This is an optimization exercise on Yosys and OpenROAD, whose aim is small area, not a production implementation. In this exercise RTL edits were held to simulation tests only and were not proved equivalent to the original. Power figures rest on the tool's default switching activity, not on a simulated workload.

==> design.v <==
module axi_timer (
  input  logic        i_cap,
  input  logic [3:0]  i_cls,
  input  logic [31:0] i_hold,
  input  logic [2:0]  i_ctrl0,
  input  logic [3:0]  i_ctrl1,
  input  logic [31:0] i_load0,
  input  logic [31:0] i_cmp0,
  input  logic [31:0] i_cnt0,
  input  logic [31:0] i_load1,
  input  logic [31:0] i_cmp1,
  input  logic [31:0] i_cnt1,
  output logic [31:0] o_rdata
);
  logic err;
  logic [7:0] sel;
  assign err = i_cap & i_cls[3];
  always_comb begin
    for (int k = 0; k < 8; k++) sel[k] = i_cap && !i_cls[3] && (i_cls[2:0] == k[2:0]);
  end
  assign o_rdata = ({32{sel[0]}} & {29'd0, i_ctrl0})
                 | ({32{sel[1]}} & i_load0)
                 | ({32{sel[2]}} & i_cmp0)
                 | ({32{sel[3]}} & i_cnt0)
                 | ({32{sel[4]}} & {28'd0, i_ctrl1})
                 | ({32{sel[5]}} & i_load1)
                 | ({32{sel[6]}} & i_cmp1)
                 | ({32{sel[7]}} & i_cnt1)
                 | ({32{err}}    & 32'hdeaddead)
                 | ({32{!i_cap}} & i_hold);
endmodule
module timer_counter (
  input  logic        clk,
  input  logic        i_en,
  input  logic        i_reload,
  input  logic        i_up,
  input  logic        i_step,
  input  logic [31:0] i_load,
  input  logic [31:0] i_cmp,
  output logic [31:0] o_value,
  output logic        o_match
);
  logic [31:0] cnt;
  logic [31:0] tgl;
  logic        eq;
  assign eq = (cnt == i_cmp);
  always_comb begin
    tgl[0] = i_step;
    for (int i = 1; i < 32; i++) tgl[i] = tgl[i-1] & (cnt[i-1] ~^ i_up);
  end
  always_ff @(posedge clk) begin
    if (!i_en || (eq && i_reload)) cnt <= i_load;
    else                           cnt <= cnt ^ tgl;
    o_match <= i_en & eq;
  end
  assign o_value = cnt;
endmodule
module axi_timer_counter_top #(
  parameter AXI_ADDR_BW_p = 12     
) (
  input logic  clk,
  input logic  rst_n,
  input logic [AXI_ADDR_BW_p-1:0] i_axi_awaddr,
  input logic  i_axi_awvalid,
  input logic [31:0] i_axi_wdata,
  input logic i_axi_wvalid,
  input logic i_axi_bready,
  input logic [AXI_ADDR_BW_p-1:0] i_axi_araddr,
  input logic i_axi_arvalid,
  input logic i_axi_rready,
  output logic o_axi_awready,
  output logic o_axi_wready,
  output logic [1:0] o_axi_bresp,
  output logic o_axi_bvalid,
  output logic o_axi_arready,
  output logic [31:0] o_axi_rdata,
  output logic [1:0] o_axi_rresp,
  output logic o_axi_rvalid,
  output logic o_cnt0_done,
  output logic o_cnt1_done
);
  logic s_rdy;                    
  logic aw_used, w_used, ar_used;
  logic bvalid, rvalid;
  logic bresp_err, rresp_err;
  always_ff @(posedge clk) s_rdy <= rst_n;
  logic       aw_hi;
  logic [2:0] aw_cls_in, aw_buf, aw_cls;
  logic [31:0] w_buf, gdata;
  assign aw_hi     = |i_axi_awaddr[AXI_ADDR_BW_p-1:5];
  assign aw_cls_in = {i_axi_awaddr[4], i_axi_awaddr[3] | aw_hi, i_axi_awaddr[2] | aw_hi};
  logic hs_aw, hs_w, vwa, vwd, go;
  assign o_axi_awready = s_rdy & !aw_used;
  assign o_axi_wready  = s_rdy & !w_used;
  assign hs_aw = i_axi_awvalid & o_axi_awready;
  assign hs_w  = i_axi_wvalid & o_axi_wready;
  assign vwa   = aw_used | hs_aw;
  assign vwd   = w_used | hs_w;
  assign go    = vwa & vwd & (!bvalid | i_axi_bready);
  logic wsel_buf, wsel_bus;
  assign wsel_buf = rst_n & w_used;
  assign wsel_bus = rst_n & !w_used;
  assign gdata  = ({32{wsel_buf}} & w_buf) | ({32{wsel_bus}} & i_axi_wdata);
  always_ff @(posedge clk) begin
    if (!aw_used) aw_buf <= aw_cls_in;
    w_buf <= gdata;
  end
  assign aw_cls = aw_used ? aw_buf : aw_cls_in;
  always_ff @(posedge clk) begin
    aw_used <= rst_n & vwa & !go;
    w_used  <= rst_n & vwd & !go;
    bvalid  <= rst_n & (go | (bvalid & !i_axi_bready));
    if (go) bresp_err <= aw_cls[1] & aw_cls[0];
  end
  assign o_axi_bvalid = bvalid;
  assign o_axi_bresp  = {bresp_err, 1'b0};
  logic [2:0]  ctrl0;             
  logic [3:0]  ctrl1;             
  logic [31:0] load0, cmp0, load1, cmp1;
  logic [7:0]  we;
  always_comb begin
    for (int k = 0; k < 8; k++) we[k] = !rst_n || (go && aw_cls == k[2:0]);
  end
  always_ff @(posedge clk) begin
    if (we[0]) ctrl0 <= gdata[2:0];
    if (we[1]) load0 <= gdata;
    if (we[2]) cmp0  <= gdata;
    if (we[4]) ctrl1 <= gdata[3:0];
    if (we[5]) load1 <= gdata;
    if (we[6]) cmp1  <= gdata;
  end
  logic [31:0] cnt0, cnt1;
  logic        m0, m1;
  timer_counter t0 (
    .clk      ( clk ),
    .i_en     ( ctrl0[0] ),
    .i_reload ( ctrl0[1] ),
    .i_up     ( ctrl0[2] ),
    .i_step   ( 1'b1 ),
    .i_load   ( load0 ),
    .i_cmp    ( cmp0 ),
    .o_value  ( cnt0 ),
    .o_match  ( m0 )
  );
  timer_counter t1 (
    .clk      ( clk ),
    .i_en     ( ctrl1[0] ),
    .i_reload ( ctrl1[1] ),
    .i_up     ( ctrl1[2] ),
    .i_step   ( !ctrl1[3] | m0 ),
    .i_load   ( load1 ),
    .i_cmp    ( cmp1 ),
    .o_value  ( cnt1 ),
    .o_match  ( m1 )
  );
  assign o_cnt0_done = m0 & ctrl0[0];
  assign o_cnt1_done = m1 & ctrl1[0];
  logic [3:0]  ar_cls_in, ar_buf, ar_cls;
  logic [31:0] rsel, rdata;
  logic        hs_ar, var_, cap;
  assign ar_cls_in = {|i_axi_araddr[AXI_ADDR_BW_p-1:5], i_axi_araddr[4:2]};
  assign o_axi_arready = s_rdy & !ar_used;
  assign hs_ar = i_axi_arvalid & o_axi_arready;
  assign var_  = ar_used | hs_ar;
  assign cap   = var_ & (!rvalid | i_axi_rready);
  always_ff @(posedge clk) begin
    if (!ar_used) ar_buf <= ar_cls_in;
  end
  assign ar_cls = ar_used ? ar_buf : ar_cls_in;
  axi_timer rmux (
    .i_cap   ( cap ),
    .i_cls   ( ar_cls ),
    .i_hold  ( rdata ),
    .i_ctrl0 ( ctrl0 ),
    .i_ctrl1 ( ctrl1 ),
    .i_load0 ( load0 ),
    .i_cmp0  ( cmp0 ),
    .i_cnt0  ( cnt0 ),
    .i_load1 ( load1 ),
    .i_cmp1  ( cmp1 ),
    .i_cnt1  ( cnt1 ),
    .o_rdata ( rsel )
  );
  always_ff @(posedge clk) begin
    ar_used <= rst_n & var_ & !cap;
    rvalid  <= rst_n & (cap | (rvalid & !i_axi_rready));
    rdata     <= rsel;
    rresp_err <= (cap & ar_cls[3]) | (!cap & rresp_err);
  end
  assign o_axi_rvalid = rvalid;
  assign o_axi_rdata  = rdata;
  assign o_axi_rresp  = {rresp_err, 1'b0};
endmodule
==> flow/run.sh <==
#!/bin/bash
# Layout flow: the standard synthesis, then the combinational logic between
# the registers re-mapped for area by ABC (registers, their names and cell types
# untouched), then the standard ORFS flow from the synthesised netlist on.
set -euo pipefail
W=$(pwd)
P=${FLOW_PLATFORM:-sky130hd}
R=$W/orfs/results/$P/axi_timer_counter_top/base
LIB=$FLOW_HOME/platforms/$P/lib/sky130_fd_sc_hd__tt_025C_1v80.lib

# 1. standard synthesis
bash standard.sh synth > $W/log_1_synth.log 2>&1
cp $R/1_2_yosys.v $W/std_synth.v

# 2. re-map the logic between the registers
SEQ=$(python3 - "$LIB" <<'PY'
import re, sys
t = open(sys.argv[1]).read()
out = []
for c in re.split(r'\n\s*cell\s*\(', t)[1:]:
    name = re.match(r'"?(\w+)"?\)', c).group(1)
    if re.search(r'\n\s*(ff|latch|ff_bank|statetable)\s*\(', c):
        out.append(name)
print(' '.join(out))
PY
)
DONTUSE=$(for c in $(make -s -C $FLOW_HOME DESIGN_CONFIG=$W/config.mk WORK_HOME=$W/orfs print-DONT_USE_CELLS 2>/dev/null | sed 's/^DONT_USE_CELLS: *//'); do printf -- '-dont_use %s ' "$c"; done)
# Candidate ABC scripts; each is checked against the standard netlist and the
# smallest equivalent result is kept (the standard netlist if none is).
N0='&get -n\n&st\n&dch\n&nf -R 1000\n&put\n'
N1='&get -n\n&st\n&dch\n&nf -R 1000 -F 8 -C 32 -p\n&put\n'
printf "$N0$N0$N0$N0" > $W/remap_a.abc
printf "&get -n\n&st\n&deepsyn -J 50\n&put\n$N1$N1$N1$N1" > $W/remap_b.abc
printf "&get -n\n&st\n&deepsyn -I 4 -J 50\n&put\n$N1$N1$N1$N1" > $W/remap_c.abc
for k in a b c; do
cat > $W/remap_$k.ys <<YS
read_liberty -ignore_miss_func -ignore_miss_dir $LIB
blackbox $SEQ
read_verilog $W/std_synth.v
hierarchy -top $FLOW_TOP
flatten
opt_clean -purge
abc -liberty $LIB -script $W/remap_$k.abc -D 5000 $DONTUSE
opt_clean -purge
hilomap -singleton -hicell sky130_fd_sc_hd__conb_1 HI -locell sky130_fd_sc_hd__conb_1 LO
insbuf -buf sky130_fd_sc_hd__buf_4 A X
splitnets
opt_clean -purge
tee -o $W/remap_$k.stat stat -liberty $LIB
write_verilog -noattr -noexpr -nohex -nodec $W/remapped_$k.v
YS
cat > $W/equiv_$k.ys <<YS
read_liberty -ignore_miss_func -ignore_miss_dir $LIB
read_verilog $W/equiv_gold.v
read_verilog $W/equiv_gate_$k.v
setattr -mod -unset top gold
rename -hide gold/w:_* gate/w:_* gold/c:_* gate/c:_*
flatten gold gate
opt_clean
async2sync
equiv_make gold gate equiv
hierarchy -top equiv
equiv_simple -seq 2
equiv_induct
equiv_status -assert
YS
done
sed "s/^module $FLOW_TOP(/module gold(/" $W/std_synth.v > $W/equiv_gold.v
for k in a b c; do
  ( yosys -s $W/remap_$k.ys > $W/log_2_remap_$k.log 2>&1 \
    && sed "s/^module $FLOW_TOP(/module gate(/" $W/remapped_$k.v > $W/equiv_gate_$k.v \
    && yosys -s $W/equiv_$k.ys > $W/log_2_equiv_$k.log 2>&1 \
    && echo ok > $W/remap_$k.ok ) || true &
done
wait
cp $W/std_synth.v $W/remapped.v
best=""
bestarea=1e18
for k in a b c; do
  [[ -f $W/remap_$k.ok ]] || continue
  a=$(sed -n "s/.*Chip area for module .*: \([0-9.]*\).*/\1/p" $W/remap_$k.stat | tail -1)
  if python3 -c "import sys; sys.exit(0 if float('$a') < float('$bestarea') else 1)"; then
    best=$k; bestarea=$a
  fi
done
echo "remap: chose '${best:-none}' area $bestarea" > $W/log_2_remap_choice.log
[[ -n "$best" ]] && cp $W/remapped_$best.v $W/remapped.v
cp $W/remapped.v $R/1_2_yosys.v
rm -f $R/1_synth.odb

# 3. the rest of the standard flow: port buffers of the smallest size, no
#    dummy loads in the clock tree
bash standard.sh finish \
  "BUFFER_PORTS_ARGS=-buffer_cell sky130_fd_sc_hd__buf_1" \
  "CTS_ARGS=-sink_clustering_enable -repair_clock_nets -sink_clustering_size 30 -sink_clustering_max_diameter 150 -buf_list sky130_fd_sc_hd__clkbuf_16 -root_buf sky130_fd_sc_hd__clkbuf_8 -tree_buf sky130_fd_sc_hd__clkbuf_8 -dont_use_dummy_load" \
  > $W/log_3_layout.log 2>&1
==> standard.sh <==
#!/bin/bash
# synth_recipe.tcl (not shown) runs the flow's synth.tcl, then flattens the netlist and writes it again
# the make line also repeats each setting of config.mk as NAME=value (left out here)
make -C /OpenROAD-flow-scripts/flow DESIGN_CONFIG=/design/flow/config.mk WORK_HOME=/design/flow/orfs CLKGATE_MAP_FILE= SYNTH_SCRIPT=/design/flow/synth_recipe.tcl "${@:-finish}"
==> config.mk <==
export PLATFORM = sky130hd
export DESIGN_NAME = axi_timer_counter_top
export DESIGN_NICKNAME = axi_timer_counter_top
export VERILOG_FILES = /design/flow/design.v
export SDC_FILE = /design/flow/constraint.sdc
export NUM_CORES = 4
export LEC_CHECK = 0
export CAP_MARGIN = 20
export CORE_MARGIN = 2
export CORE_UTILIZATION = 60
export SLEW_MARGIN = 20
==> constraint.sdc <==
create_clock -name core_clock -period 5.0 [get_ports {clk}]
set_input_delay 1.0000 -clock core_clock [delete_from_list [all_inputs] [get_ports {clk}]]
set_output_delay 1.0000 -clock core_clock [all_outputs]
set_load 0.01 [all_outputs]
==> run summary, run 1 <==
RSZ-0062 raised after global routing=no; crit-path max cell delay=roughly 0.43 ns; max-cap viol count=0; leakage power=around 4.4 nW; final antenna-violating net count=0; setup TNS=0 ns; Final GP Congestion=0.970; hpwl dp=approximately 23000 µm; die height=144 µm; nets=around 1.2k; Fin Clk Skew=0.0609 ns; cts repair resizes=0; CORE AREA=around 0.019 mm²; Antenna Cells=0; clk root buf=clkbuf_8; clock share of power=roughly 24%; Post-CTS Hold Buffers=0; Cells after DPL=around 1.4k; Avg Vias per Cell=between 6 and 7; worst r2r path cells=19; status=timing/DRC/antenna clean; Max Buffers Root-to-Sink=3; Final Cycle Share=93.3%; Gate power share=about 14%; synthesized cell area=between 0.01 and 0.015 mm²; crit-path leading delay family=compound AO/OA/AOI/OAI gates; Crit path required time=5.44 ns; critical path peak fanout=5; min-delay src=load1[13]; average wire per standard cell=24.6 µm; sequential share of power=a little over three fifths; Overall Power=~4.5 mW; end point of the worst hold path=t1.cnt[13]; Hold Fails Final Rpt=0; Post-Layout Cell Count=~1.4k; final setup fails=0; synth warn=3; I/O Buffers=between 90 and 100; Worst-Margin Slew=approximately 1.1 ns; multi-input combinational cell area=0.00441 mm²; FILL cells=~1.6k; Cells on Worst Hold Path=2; Place WS=0.392 ns; Switch Pwr=~1.3 mW; FF-to-FF End=t1.cnt[31]; worst hold path class=reg2reg; Worst EP arrival=roughly 5.1 ns; vias post-DR=9275; layout cells sized above 1=5.30%; VDD IR-drop max=about 0.26 mV; WL final=roughly 35000 µm; Hold WS=between 0.4 and 0.5 ns; crit-path cells=or3_1 -> a21o_1 -> a21oi_1 -> o21ai_0 -> a21oi_1 -> a21boi_0 -> o211ai_1 -> a21oi_1 -> buf_4 -> o21ai_0 -> a21oi_1 -> a21boi_0 -> buf_4 -> o211ai_1 -> a21o_1 -> a21o_1 -> a21oi_1 -> xnor2_1 -> o21ai_0; initial antenna violation count=0; # H-tree levels=1; WP buf/inv=2; crit-path most repeated cell=a21oi_1; Post-Syn Instances=~1.0k; DRC viols=0; chip width=144 µm; 1st-iter DRT viols=approximately 1.2k; R2R setup slack=0.33 ns; PwrDens=around 350 mW/mm²; # IOs=106; total CTS buffers=13; Seq. cell area=around 0.007 mm²; Core Rows=just over 50; CP max-delay cell=or3_1; CTS tree=built; Max Freq=214 MHz; Total Routing Usage GR=about a third; drt first pass iters=6; worst skew pair latency=~0.55 ns; Rel. slew slack=26.6%; total gr overflow=0; fin worst setup slack=0.333 ns; global-route wire length before repair=slightly above 50000 µm; clock slew at reported path FFs=0.12 ns; Pins Over Slew Limit=0; Critical Path End Type=register; Area growth syn-to-layout=9.20%; Sink Count=280; Crit Path Category=reg2reg; vias in the first global route=8500; starting density of the core=approximately 60%; Mean Syn Cell Area=~11 µm²; fin crit period=4.67 ns; switching share of power=approximately 28%; RR Startpoint=t1.cnt[0]; die outline area=between 0.02 and 0.025 mm²; # Post-CTS Setup Buffers=0; Cell Int Power=approximately 3.3 mW; largest net degree at the start of global routing=64; Worst setup SP type=register
[power groups by stage]
| stage | logic (mW) | clock network (mW) | registers [mW] |
|---|---|---|---|
| after detailed placement | 0.594 | 0 | 2.87 |
| after global routing | 0.662 | 1.17 | 2.84 |
| final | 0.611 | 1.09 | 2.82 |
| after CTS | 0.598 | 1.10 | 2.81 |
| after global placement | 0.587 | 0 | 2.86 |
| after floorplan | 0.420 | 0 | 2.80 |
[flip-flops by register name, indices dropped and copies added (netlist names), 3 cells and up, named ones only]
| name | flops |
|---|---|
| t0.cnt | 32 |
| w_buf | 32 |
| cmp1 | 32 |
| t1.cnt | 32 |
| rdata | 32 |
| load0 | 32 |
| ctrl1 | 4 |
| load1 | 32 |
| aw_buf | 3 |
| ar_buf | 4 |
| ctrl0 | 3 |
| cmp0 | 32 |
[how the worst max path moves through the flow]
stage,startpoint,to,slack (ns),cells past startpoint
after floorplan,t0.cnt[24],t0.cnt[5],0.19,7
after global placement,t1.cnt[0],t1.cnt[31],0.56,19
after detailed placement,ctrl0[2],t0.cnt[30],0.39,18
after CTS,ctrl0[2],t0.cnt[30],0.36,18
after global routing,ctrl0[2],t0.cnt[30],0.09,19
final,t1.cnt[0],t1.cnt[31],0.33,19
[through the flow]
stage | cell area, µm² | utilization (%)
final | 12900 | 66.4
after global placement | 12600 | 64.8
after CTS | 12900 | 66.3
after floorplan | 11800 | -
after detailed placement | 12600 | 64.8
after global routing | 12900 | 66.4
[per-layer routing]
metal / global-route usage (%) / vias up / routed length [µm]
met1: 46.3 / 4506 / 14100
met2: 54.1 / 516 / 16000
met3: 5.17 / 89 / 3550
met5: 0 / - / 0
li1: - / 4164 / -
met4: 11.5 / 0 / 1220
[area by class of cell]
type                            instances  share of cell area, %
Sequential cell                       280                   54.2
Timing Repair Buffer                  129                   4.73
Tap cell                              265                   2.57
Clock buffer                           13                   2.26
Inverter                               70                   2.04
Multi-Input combinational cell        660                   34.2
[layout by cell type (no fill, tap or decap), types with 34 or more instances in the layout]
cell type,instances
clkinv_1,70
a222oi_1,44
nand3_1,51
nand2_1,65
a21oi_1,49
buf_1,99
a22o_1,34
edfxtp_1,137
o21ai_0,49
a22oi_1,35
xnor2_1,61
xor2_1,36
dfxtp_1,143
nor2_1,60
[worst reg2reg max path: stages (launching register included)]
cell	delay [ns]
dfxtp_1	0.38
or3_1	0.43
a21o_1	0.20
a21oi_1	0.26
o21ai_0	0.28
a21oi_1	0.23
a21boi_0	0.36
o211ai_1	0.25
a21oi_1	0.17
buf_4	0.16
o21ai_0	0.17
a21oi_1	0.29
a21boi_0	0.23
buf_4	0.16
o211ai_1	0.19
a21o_1	0.26
a21o_1	0.20
a21oi_1	0.15
xnor2_1	0.13
o21ai_0	0.08
==> run 2, diff against run 1 <==
--- a/flow/run.sh
+++ b/flow/run.sh
@@ -94,3 +94,3 @@
   "BUFFER_PORTS_ARGS=-buffer_cell sky130_fd_sc_hd__buf_1" \
-  "CTS_ARGS=-sink_clustering_enable -repair_clock_nets -sink_clustering_size 30 -sink_clustering_max_diameter 150 -buf_list sky130_fd_sc_hd__clkbuf_16 -root_buf sky130_fd_sc_hd__clkbuf_8 -tree_buf sky130_fd_sc_hd__clkbuf_8 -dont_use_dummy_load" \
+  "CTS_ARGS=-sink_clustering_enable -repair_clock_nets -sink_clustering_size 30 -sink_clustering_max_diameter 100 -buf_list sky130_fd_sc_hd__clkbuf_16 -root_buf sky130_fd_sc_hd__clkbuf_4 -tree_buf sky130_fd_sc_hd__clkbuf_4 -dont_use_dummy_load" \
   > $W/log_3_layout.log 2>&1
==> run 2 against run 1 <==
  * Still clean
  * Sequential share of layout area rose by 0.069 points
  * Critical path depth did not move
  * Via count down 0.11%
  * Die area stayed put
  * Global-route usage about the same
  * Routed wire length is essentially flat
  * Largest cell class unchanged
==> run summary, run 2 <==
drt first pass iters=7; CORE AREA=between 0.015 and 0.02 mm²; final setup fails=0; starting density of the core=60.8%; Place WS=between 0.3 and 0.4 ns; Cell Int Power=3.24 mW; Max Freq=around 220 MHz; worst skew pair latency=between 0.6 and 0.7 ns; setup TNS=0 ns; worst r2r path cells=19; fin worst setup slack=0.355 ns; Crit Path Category=reg2reg; I/O Buffers=just under 100; Final Cycle Share=between 90 and 100%; CP max-delay cell=or3_1; layout cells sized above 1=approximately 5.3%; chip width=144 µm; most frequent cells in the layout=143 x dfxtp_1, 137 x edfxtp_1, 99 x buf_1, 70 x clkinv_1, 65 x nand2_1; Switch Pwr=~1.2 mW; crit-path max cell delay=0.43 ns; vias in the first global route=about 8.5k; fin crit period=4.65 ns; Final GP Congestion=between 0.9 and 1; Mean Syn Cell Area=about 11 µm²; Hold Fails Final Rpt=0; VDD IR-drop max=roughly 0.26 mV; critical path peak fanout=5; Fin Clk Skew=0.0619 ns; Area growth syn-to-layout=9.06%; Worst EP arrival=slightly above 5 ns; status=timing/DRC/antenna clean; synth warn=3; 1st-iter DRT viols=approximately 1.2k; Hold WS=a little under 0.5 ns; clock slew at reported path FFs=~0.12 ns; commonest non-fill, non-tap cell in the layout=dfxtp_1; Overall Power=4.49 mW; crit-path cells=or3_1 -> a21o_1 -> a21oi_1 -> o21ai_0 -> a21oi_1 -> a21boi_0 -> o211ai_1 -> a21oi_1 -> buf_4 -> o21ai_0 -> a21oi_1 -> a21boi_0 -> buf_4 -> o211ai_1 -> a21o_1 -> a21o_1 -> a21oi_1 -> xnor2_1 -> o21ai_0; max-cap viol count=0; # H-tree levels=1; switching share of power=between 20% and 30%; Cells on Worst Hold Path=2; Worst-Margin Slew=1.10 ns; initial antenna violation count=1; clk root buf=clkbuf_4; Worst setup SP type=register; Post-CTS Hold Buffers=0; DRC viols=0; WL final=between 30000 and 40000 µm; Rel. slew slack=between 20% and 30%; Crit path required time=approximately 5.6 ns; crit-path leading delay family=compound AO/OA/AOI/OAI gates; die outline area=a little over 0.02 mm²; Core Rows=between 50 and 60; Max Buffers Root-to-Sink=3; worst hold path class=reg2reg; CTS tree=built; WP depth=19; hpwl dp=between 20000 and 25000 µm; FILL cells=1592; Pins Over Slew Limit=0; leakage power=approximately 4.4 nW; synthesized cell area=approximately 0.012 mm²; # IOs=roughly 110; average wire per standard cell=about 25 µm; Gate power share=a little over an eighth; PwrDens=between 300 and 400 mW/mm²; largest net degree at the start of global routing=between 60 and 70; final antenna-violating net count=0; Critical Path End Type=register; Total Routing Usage GR=between 30 and 40%; nets=between 1k and 1.5k; Sink Count=280; RSZ-0062 raised after global routing=no; crit-path most repeated cell=a21oi_1; WP buf/inv=2; Avg Vias per Cell=6.53; Post-Syn Instances=1045; total CTS buffers=13; die height=approximately 140 µm; global-route wire length before repair=around 51000 µm; total gr overflow=0; sequential share of power=62.9%; clock share of power=between 20% and 30%; vias post-DR=between 9k and 10k
## run 2: cell types whose count changed in the layout (fill, tap and decap cells not counted), sizes merged
cell,change
diode,+1
## run 2: final timing paths
check,start,endpoint,slack (ns)
setup / recovery,t1.cnt[0],t1.cnt[31],0.35
hold / removal,load0[23],t0.cnt[23],0.49
setup reg to reg,t1.cnt[0],t1.cnt[31],0.35
hold reg to reg,load0[23],t0.cnt[23],0.49
## run 2: per-layer routing
| metal | vias up | track usage, % | wire length (µm) | share of wire (%) |
|---|---|---|---|---|
| li1 | 4170 | - | - | - |
| met1 | 4486 | 46.8 | 14300 | 41 |
| met2 | 519 | 54.3 | 16000 | 46 |
| met3 | 90 | 4.57 | 3410 | 9.8 |
| met4 | 0 | 11.0 | 1180 | 3.4 |
| met5 | - | 0 | 0 | 0 |
## run 2: area by class of cell
| class | count | area (µm²) | area share [%] |
|---|---|---|---|
| clock buffer | 13 | 273 | 2.12 |
| inverter | 70 | 263 | 2.04 |
| multi-input combinational | 660 | 4410 | 34.3 |
| sequential | 280 | 6980 | 54.2 |
| tap | 265 | 332 | 2.58 |
| timing repair buffer | 129 | 609 | 4.74 |
| antenna | 1 | 2.50 | 0.0195 |
## run 2: stage by stage
| stage | cell area (µm²) | cells | utilization, % |
|---|---|---|---|
| CTS | 12800 | 1417 | 66.2 |
| global route | 12900 | 1418 | 66.3 |
| finish | 12900 | 1418 | 66.3 |
| floorplan | 11800 | 1046 | - |
| detailed placement | 12600 | 1404 | 64.8 |
| global placement | 12600 | 1404 | 64.8 |
## run 2: what timing repair did
item                       in CTS  in global routing
gates resized for setup         0                  3
setup endpoints to repair       0                  4
setup buffers                   0                  0
## run 2: power groups by stage
stage | sequential (mW) | combinational (mW) | clock, mW
after global placement | 2.86 | 0.587 | 0
after floorplan | 2.80 | 0.420 | 0
after CTS | 2.81 | 0.598 | 1.07
after global routing | 2.84 | 0.662 | 1.14
after detailed placement | 2.87 | 0.594 | 0
final | 2.82 | 0.610 | 1.06
## run 2: worst register-to-register path, cell delays in order (launching register included)
cell	delay, ns
dfxtp_1	0.39
or3_1	0.44
a21o_1	0.20
a21oi_1	0.27
o21ai_0	0.27
a21oi_1	0.23
a21boi_0	0.34
o211ai_1	0.25
a21oi_1	0.17
buf_4	0.16
o21ai_0	0.17
a21oi_1	0.28
a21boi_0	0.22
buf_4	0.16
o211ai_1	0.19
a21o_1	0.26
a21o_1	0.20
a21oi_1	0.15
xnor2_1	0.13
o21ai_0	0.08
==> run 3, diff against run 2 <==
--- a/flow/run.sh
+++ b/flow/run.sh
@@ -94,3 +94,3 @@
   "BUFFER_PORTS_ARGS=-buffer_cell sky130_fd_sc_hd__buf_1" \
-  "CTS_ARGS=-sink_clustering_enable -repair_clock_nets -sink_clustering_size 30 -sink_clustering_max_diameter 100 -buf_list sky130_fd_sc_hd__clkbuf_16 -root_buf sky130_fd_sc_hd__clkbuf_4 -tree_buf sky130_fd_sc_hd__clkbuf_4 -dont_use_dummy_load" \
+  "CTS_ARGS=-sink_clustering_enable -repair_clock_nets -sink_clustering_size 30 -sink_clustering_max_diameter 150 -buf_list sky130_fd_sc_hd__clkbuf_16 -root_buf sky130_fd_sc_hd__clkbuf_4 -tree_buf sky130_fd_sc_hd__clkbuf_4 -dont_use_dummy_load" \
   > $W/log_3_layout.log 2>&1
--- a/config.mk
+++ b/config.mk
@@ -7,5 +7,5 @@
 export LEC_CHECK = 0
-export CAP_MARGIN = 20
+export CAP_MARGIN = 0
 export CORE_MARGIN = 2
 export CORE_UTILIZATION = 60
-export SLEW_MARGIN = 20
+export SLEW_MARGIN = 0
==> run 3 against run 2 <==
  * Area after synthesis is the same
  * Worst hold slack barely moved
  * Core utilization about the same
  * Combinational power about the same
  * Non-clock buffer count unchanged
  * Clock power barely moved
  * Via count about the same
  * Still clean
==> run summary, run 3 <==
crit-path max cell delay=roughly 0.43 ns; Critical Path End Type=register; vias post-DR=around 9.3k; 1st-iter DRT viols=1180; total gr overflow=0; synthesized cell area=about 0.012 mm²; PwrDens=~350 mW/mm²; Worst-Margin Slew=1.17 ns; RSZ-0062 raised after global routing=no; VDD IR-drop max=0.255 mV; Crit path required time=between 5 and 6 ns; Finished Core Util=between 60% and 70%; Sink Count=280; Fin Clk Skew=0.0687 ns; layout cells sized above 1=~5.2%; I/O Buffers=99; final setup fails=0; Max Freq=215 MHz; Hold Fails Final Rpt=0; multi-input combinational cell area=~0.0044 mm²; Worst EP arrival=about 5.2 ns; leakage power=~4.4 nW; largest net degree at the start of global routing=64; worst skew pair latency=around 0.66 ns; die outline area=0.0208 mm²; DRC viols=0; crit-path most repeated cell=a21oi_1; total CTS buffers=13; fin crit period=around 4.6 ns; Seq. cell area=between 0.006 and 0.007 mm²; average wire per standard cell=about 25 µm; Mean Syn Cell Area=roughly 11 µm²; Post-Layout Cell Count=between 1k and 1.5k; # H-tree levels=1; Crit Path Category=reg2reg; Rel. slew slack=21.2%; die height=about 140 µm; clock slew at reported path FFs=approximately 0.12 ns; Post-CTS Hold Buffers=0; Post-Syn Instances=1045; CORE AREA=0.0194 mm²; critical path peak fanout=5; clk root buf=clkbuf_4; vias in the first global route=~8.5k; worst hold path class=reg2reg; commonest non-fill, non-tap cell in the layout=dfxtp_1; FILL cells=1593; Max Buffers Root-to-Sink=3; Avg Vias per Cell=about 6.5; hpwl dp=between 20000 and 25000 µm; Cells after DPL=roughly 1.4k; status=timing/DRC/antenna clean; starting density of the core=between 60% and 70%; chip width=144 µm; Final Cycle Share=between 90 and 100%; CTS tree=built; # IOs=about 110; global-route wire length before repair=51300 µm; drt first pass iters=8; Worst setup SP type=register; Pins Over Slew Limit=0; max-cap viol count=0; Final GP Congestion=around 0.97; Total Routing Usage GR=between 30% and 40%; Core Rows=slightly above 50; final antenna-violating net count=0; CP max-delay cell=or3_1; WL final=roughly 35000 µm; most frequent cells in the layout=143 x dfxtp_1, 137 x edfxtp_1, 99 x buf_1, 70 x clkinv_1, 65 x nand2_1; nets=1217; synth warn=3; crit-path cells=or3_1 -> a21o_1 -> a21oi_1 -> o21ai_0 -> a21oi_1 -> a21boi_0 -> o211ai_1 -> a21oi_1 -> buf_4 -> o21ai_0 -> a21oi_1 -> a21boi_0 -> buf_4 -> o211ai_1 -> a21o_1 -> a21o_1 -> a21oi_1 -> xnor2_1 -> o21ai_0; initial antenna violation count=1; Area growth syn-to-layout=9.01%; setup TNS=0 ns
## run 3: worst paths after layout
path	startpoint	cells past startpoint	endpoint	slack [ns]
worst max-delay path	t1.cnt[0]	19	t1.cnt[31]	0.36
worst min-delay path	load0[23]	2	t0.cnt[23]	0.49
worst max register to register	t1.cnt[0]	19	t1.cnt[31]	0.36
worst min register to register	load0[23]	2	t0.cnt[23]	0.49
## run 3: area by class of cell
type / count / share of cell area (%)
Timing Repair Buffer: 129 / 4.74
Clock buffer: 13 / 2.12
Inverter: 70 / 2.04
Multi-Input combinational cell: 660 / 34.2
Antenna cell: 1 / 0.0195
Tap cell: 265 / 2.58
Sequential cell: 280 / 54.3
## run 3: critical path: cells and delay by family (launching register included)
| kind | cells | cell delay (ns) |
|---|---|---|
| flip-flops | 1 | 0.39 |
| buffers and inverters | 2 | 0.32 |
| AO/OA/AOI/OAI | 15 | 3.27 |
| AND/OR/NAND/NOR | 1 | 0.43 |
| XOR/XNOR | 1 | 0.13 |
## run 3: what timing repair did
action / 4_1_cts / 5_1_grt
resized for setup: 0 / 3
buffers inserted: 0 / 0
setup endpoints to repair: 0 / 4
## run 3: metal layers
layer	track usage [%]	share of wire, %	wire [µm]
met2	54.3	46	15900
met4	11.0	3.6	1260
met5	0	0	0
met1	46.8	41	14300
met3	4.57	9.6	3340
## run 3: power by group
part           switching, mW  total (mW)  internal (mW)
Clock                  0.675        1.06          0.386
Sequential             0.206        2.82           2.62
Combinational          0.373       0.609          0.237
Total                   1.25        4.49           3.24
## run 3: stage by stage
stage	hold slack (ns)	power, mW	setup slack, ns	instance area [µm²]
floorplan	0.442	3.22	0.188	11800
global placement	0.457	3.45	0.556	12600
detailed placement	0.464	3.46	0.392	12600
CTS	0.490	4.48	0.362	12800
global route	0.524	4.64	0.0911	12900
finish	0.486	4.49	0.356	12900
==> run 4, diff against run 3 <==
--- a/config.mk
+++ b/config.mk
@@ -7,5 +7,5 @@
 export LEC_CHECK = 0
-export CAP_MARGIN = 0
+export CAP_MARGIN = 10
 export CORE_MARGIN = 2
 export CORE_UTILIZATION = 60
-export SLEW_MARGIN = 0
+export SLEW_MARGIN = 10
==> run 4 against run 3 <==
  * Setup slack did not move
  * Cell count stayed put
  * Synthesized cell count stayed put
  * Sequential power about the same
  * Power unchanged
  * First-iteration DRC count stayed put
  * Global-route usage unchanged
  * Die area unchanged
  * Via count unchanged
==> run summary, run 4 <==
Crit Path Category=reg2reg; Post-Layout Inst Area=approximately 0.013 mm²; clock slew at reported path FFs=0.12 ns; most frequent cells in the layout=143 x dfxtp_1, 137 x edfxtp_1, 99 x buf_1, 70 x clkinv_1, 65 x nand2_1; leakage power=approximately 4.4 nW; Avg Vias per Cell=6.54; WL final=between 30000 and 40000 µm; FILL cells=approximately 1.6k; Worst setup SP type=register; total gr overflow=0; Core Rows=between 50 and 60; Crit path required time=5.56 ns; die outline area=0.0208 mm²; average wire per standard cell=between 20 and 25 µm; Mean Syn Cell Area=~11 µm²; VDD IR-drop max=~0.26 mV; starting density of the core=roughly three fifths; Gate power share=13.6%; synth warn=3; Total Routing Usage GR=33.4%; chip width=144 µm; Worst-Margin Slew=between 1 and 1.5 ns; multi-input combinational cell area=0.00440 mm²; Final Cycle Share=slightly above 90%; Finished Core Util=around 66%; CORE AREA=approximately 0.019 mm²; final antenna-violating net count=0; clk root buf=clkbuf_4; Final GP Congestion=between 0.9 and 1; Max Buffers Root-to-Sink=3; final setup fails=0; worst hold path class=reg2reg; Seq. cell area=about 0.0070 mm²; setup TNS=0 ns; CTS tree=built; Worst EP arrival=between 5 and 6 ns; Hold Fails Final Rpt=0; critical path peak fanout=5; DP Area=about 0.013 mm²; # Post-CTS Setup Buffers=0; Cell Int Power=about 3.2 mW; Critical Path End Type=register; drt first pass iters=8; Pins Over Slew Limit=0; synthesized cell area=around 0.012 mm²; worst skew pair latency=roughly 0.66 ns; commonest non-fill, non-tap cell in the layout=dfxtp_1; hpwl dp=~23000 µm; initial antenna violation count=1; vias in the first global route=~8.5k; 1st-iter DRT viols=1180; DRC viols=0; sequential share of power=62.8%; # H-tree levels=1; die height=~140 µm; I/O Buffers=between 90 and 100; Fin Clk Skew=~0.069 ns; largest net degree at the start of global routing=64; vias post-DR=approximately 9k; # IOs=~110; global-route wire length before repair=around 50000 µm; nets=1217; max-cap viol count=0; Rel. slew slack=21.2%; clock share of power=23.6%; Switch Pwr=between 1 and 1.5 mW; layout cells sized above 1=~5.2%; fin crit period=4.64 ns; total CTS buffers=13; Post-Syn Instances=1045; RSZ-0062 raised after global routing=no; Max Freq=roughly 220 MHz; PwrDens=349 mW/mm²; Area growth syn-to-layout=9.01%; status=timing/DRC/antenna clean; Sink Count=between 200 and 300; switching share of power=between 20 and 30%
==> run 4: worst paths after layout <==
check / to / cells after the start / slack (ns) / start
worst max-delay path: t1.cnt[31] / 19 / 0.36 / t1.cnt[0]
worst min-delay path: t0.cnt[23] / 2 / 0.49 / load0[23]
worst max register to register: t1.cnt[31] / 19 / 0.36 / t1.cnt[0]
worst min register to register: t0.cnt[23] / 2 / 0.49 / load0[23]
==> run 4: per-stage QoR <==
stage	setup WS [ns]	std cells	power, mW	hold slack (ns)
3_5_place_dp	0.392	1404	3.46	0.464
5_1_grt	0.0911	1418	4.64	0.524
2_1_floorplan	0.188	1046	3.22	0.442
3_3_place_gp	0.556	1404	3.45	0.457
6_report	0.356	1418	4.49	0.486
4_1_cts	0.362	1417	4.48	0.490
==> run 4: power by group through the flow <==
stage               clock network (mW)  registers, mW  logic [mW]
floorplan                            0           2.80       0.420
CTS                               1.07           2.81       0.598
global placement                     0           2.86       0.587
finish                            1.06           2.82       0.609
global route                      1.14           2.84       0.662
detailed placement                   0           2.87       0.594
==> run 4: what timing repair did <==
item,CTS,global route
setup endpoints to repair,0,4
resized for setup,0,3
hold buffers,0,0
==> run 4: critical path, stage by stage, from the launching register on <==
cell,delay (ns)
dfxtp_1,0.39
or3_1,0.43
a21o_1,0.20
a21oi_1,0.27
o21ai_0,0.27
a21oi_1,0.23
a21boi_0,0.34
o211ai_1,0.25
a21oi_1,0.17
buf_4,0.16
o21ai_0,0.17
a21oi_1,0.28
a21boi_0,0.22
buf_4,0.16
o211ai_1,0.19
a21o_1,0.25
a21o_1,0.20
a21oi_1,0.15
xnor2_1,0.13
o21ai_0,0.08
==> run 4: routing by layer <==
layer / wire length [µm] / global-route usage [%] / part of all wire (%)
met1: 14300 / 46.8 / 41
met5: 0 / 0 / 0
met3: 3340 / 4.57 / 9.6
met4: 1260 / 11.0 / 3.6
met2: 15900 / 54.3 / 46
==> run 4: layout make-up <==
type / instances / area share, %
flip-flops and latches: 280 / 54.3
multi-input cells: 660 / 34.2
repair buffers: 129 / 4.74
well taps: 265 / 2.58
clock buffers: 13 / 2.12
inverters: 70 / 2.04
diodes: 1 / 0.0195
==> run 5, diff against run 4 <==
--- a/config.mk
+++ b/config.mk
@@ -7,5 +7,5 @@
 export LEC_CHECK = 0
-export CAP_MARGIN = 10
+export CAP_MARGIN = 20
 export CORE_MARGIN = 2
 export CORE_UTILIZATION = 60
-export SLEW_MARGIN = 10
+export SLEW_MARGIN = 20
==> run 5 against run 4 <==
  * Still clean
  * Worst hold slack hardly changed
  * Setup slack got worse by 0.00090 ns
  * Register-to-register slack hardly changed
  * Die area did not move
  * Clock skew is 0.0068 ns lower
  * Fmax about the same
  * Largest power group unchanged
  * Highest routed layer unchanged
==> run summary, run 5 <==
layout cells sized above 1=under 10%; vias post-DR=roughly 9.3k; Fin Clk Skew=roughly 0.062 ns; most frequent cells in the layout=143 x dfxtp_1, 137 x edfxtp_1, 99 x buf_1, 70 x clkinv_1, 65 x nand2_1; FF-to-FF End=t1.cnt[31]; chip width=around 140 µm; worst hold path class=reg2reg; average wire per standard cell=between 20 and 25 µm; Max Freq=between 200 and 250 MHz; CORE AREA=slightly below 0.02 mm²; commonest non-fill, non-tap cell in the layout=dfxtp_1; worst r2r path cells=19; Post-Syn Instances=1045; Worst setup SP type=register; Crit Path Category=reg2reg; Final Cycle Share=a little over 90%; Post-Layout Inst Area=about 0.013 mm²; Worst EP arrival=5.19 ns; global-route wire length before repair=around 51000 µm; worst skew pair latency=between 0.6 and 0.7 ns; Crit path required time=around 5.6 ns; status=timing/DRC/antenna clean; fin crit period=approximately 4.6 ns; hpwl dp=~23000 µm; Hold Fails Final Rpt=0; Total Routing Usage GR=about a third; CTS tree=built; leakage power=roughly 4.4 nW; met1 Use GR=between 40 and 50%; nets=~1.2k; min-delay src=load0[23]; DRC viols=0; Sink Count=280; I/O Buffers=99; PwrDens=349 mW/mm²; Post-CTS Hold Buffers=0; total gr overflow=0; Critical Path End Type=register; GR peak layer=met2; Pins Over Slew Limit=0; Avg Vias per Cell=6.53; met3 usage=between 4 and 5%; final setup fails=0; initial antenna violation count=1; largest net degree at the start of global routing=64; max-cap viol count=0; DP Area=0.0126 mm²; starting density of the core=between 60% and 70%; Worst-Margin Slew=between 1 and 1.5 ns; Final GP Congestion=between 0.9 and 1; synth warn=3; CP Capture Point=t1.cnt[31]; 1st-iter DRT viols=1172; Max Buffers Root-to-Sink=3; synthesized cell area=0.0118 mm²; grt met2 use=54.3%; RSZ-0062 raised after global routing=no; die outline area=a little over 0.02 mm²; final antenna-violating net count=0; Area growth syn-to-layout=9.06%; drt first pass iters=7; RR Startpoint=t1.cnt[0]; Mean Syn Cell Area=roughly 11 µm²; # IOs=roughly 110; VDD IR-drop max=0.255 mV; # H-tree levels=1; FILL cells=about 1.6k; critical path peak fanout=5; Worst Setup SP=t1.cnt[0]; total CTS buffers=13; vias in the first global route=about 8.5k; die height=approximately 140 µm; Hold WS=roughly 0.5 ns; clk root buf=clkbuf_4; WL final=approximately 35000 µm; clock slew at reported path FFs=approximately 0.12 ns; Rel. slew slack=about a quarter; R2R setup slack=roughly 0.35 ns; Core Rows=51; setup TNS=0 ns
-- run 5: cell count changes in the layout (fill, tap and decap cells not counted) --
cell	previous run	this run
nor4_1	12	11
nor4_2	1	2
-- run 5: what timing repair did --
item / in CTS / in global routing
resized for setup: 0 / 3
setup buffers: 0 / 0
setup endpoints to repair: 0 / 4
-- run 5: layer usage --
metal / wire length [µm] / part of all wire, %
met1: 14300 / 41
met2: 16000 / 46
met3: 3410 / 9.8
met4: 1180 / 3.4
met5: 0 / 0
-- run 5: worst min-delay path by stage --
stage	depth (start not counted)	end
final	2	t0.cnt[23]
after global routing	2	t1.cnt[24]
after detailed placement	2	t1.cnt[23]
after floorplan	2	t1.cnt[18]
after global placement	2	t1.cnt[17]
after CTS	2	t1.cnt[13]
-- run 5: layout make-up --
class | instances | area [µm²] | share of cell area [%]
clock buffers | 13 | 273 | 2.12
inverters | 70 | 263 | 2.04
flip-flops and latches | 280 | 6980 | 54.2
well taps | 265 | 332 | 2.58
diodes | 1 | 2.50 | 0.0195
repair buffers | 129 | 609 | 4.74
multi-input cells | 660 | 4410 | 34.3
-- run 5: worst max-delay path, stage by stage (launching register included) --
cell      delay, ns
dfxtp_1        0.39
or3_1          0.43
a21o_1         0.20
a21oi_1        0.27
o21ai_0        0.27
a21oi_1        0.23
a21boi_0       0.34
o211ai_1       0.25
a21oi_1        0.17
buf_4          0.16
o21ai_0        0.17
a21oi_1        0.28
a21boi_0       0.22
buf_4          0.16
o211ai_1       0.19
a21o_1         0.25
a21o_1         0.20
a21oi_1        0.15
xnor2_1        0.13
o21ai_0        0.08
-- run 5: power breakdown --
group	switching, mW	internal [mW]	leakage (nW)	total, mW
Sequential	0.207	2.62	2.58	2.82
Combinational	0.373	0.237	1.66	0.610
Clock	0.670	0.386	0.137	1.06
Total	1.25	3.24	4.38	4.49
-- run 5: metrics by stage --
step | total power, mW | utilization [%] | worst slack, ns | instances
final | 4.49 | 66.3 | 0.355 | 1418
after global routing | 4.64 | 66.3 | 0.0911 | 1418
after CTS | 4.48 | 66.2 | 0.362 | 1417
after detailed placement | 3.46 | 64.8 | 0.392 | 1404
after global placement | 3.45 | 64.8 | 0.556 | 1404
after floorplan | 3.22 | - | 0.188 | 1046

[afterwards: timing with drivers on the ports]
In the flow no input, the clock included, has a driving cell. The finished layouts below were timed again as built, in two steps.
Step 1 (the two cells are an assumption about what drives the block):
set clk [get_ports {clk}]
set_driving_cell -lib_cell sky130_fd_sc_hd__clkbuf_16 $clk
set_driving_cell -lib_cell sky130_fd_sc_hd__buf_2 [delete_from_list [all_inputs] $clk]
Step 2, shift: input delay + t, output delay - t, t = (earliest + latest rising clock arrival at the registers) / 2. This alone moves slack from input paths to output paths.
Three values: ideal ports, drivers, drivers and shift; two values: the first two.
| run | t, ns | setup slack, ns | hold slack, ns | clock arrival spread, ns |
|---|---|---|---|---|
| run 1 | 0.565 | 0.333 / 0.333 / 0.333 | 0.485 / 0.485 / 0.485 | 0.060 / 0.061 |
| run 2 | 0.663 | 0.355 / 0.355 / 0.355 | 0.486 / 0.486 / 0.486 | 0.062 / 0.062 |
| run 3 | 0.667 | 0.356 / 0.356 / 0.356 | 0.486 / 0.486 / 0.486 | 0.069 / 0.069 |
| run 4 | 0.667 | 0.356 / 0.356 / 0.356 | 0.486 / 0.486 / 0.486 | 0.069 / 0.069 |
| run 5 | 0.663 | 0.355 / 0.355 / 0.355 | 0.486 / 0.486 / 0.486 | 0.062 / 0.062 |
After both steps every run listed still meets setup and hold.
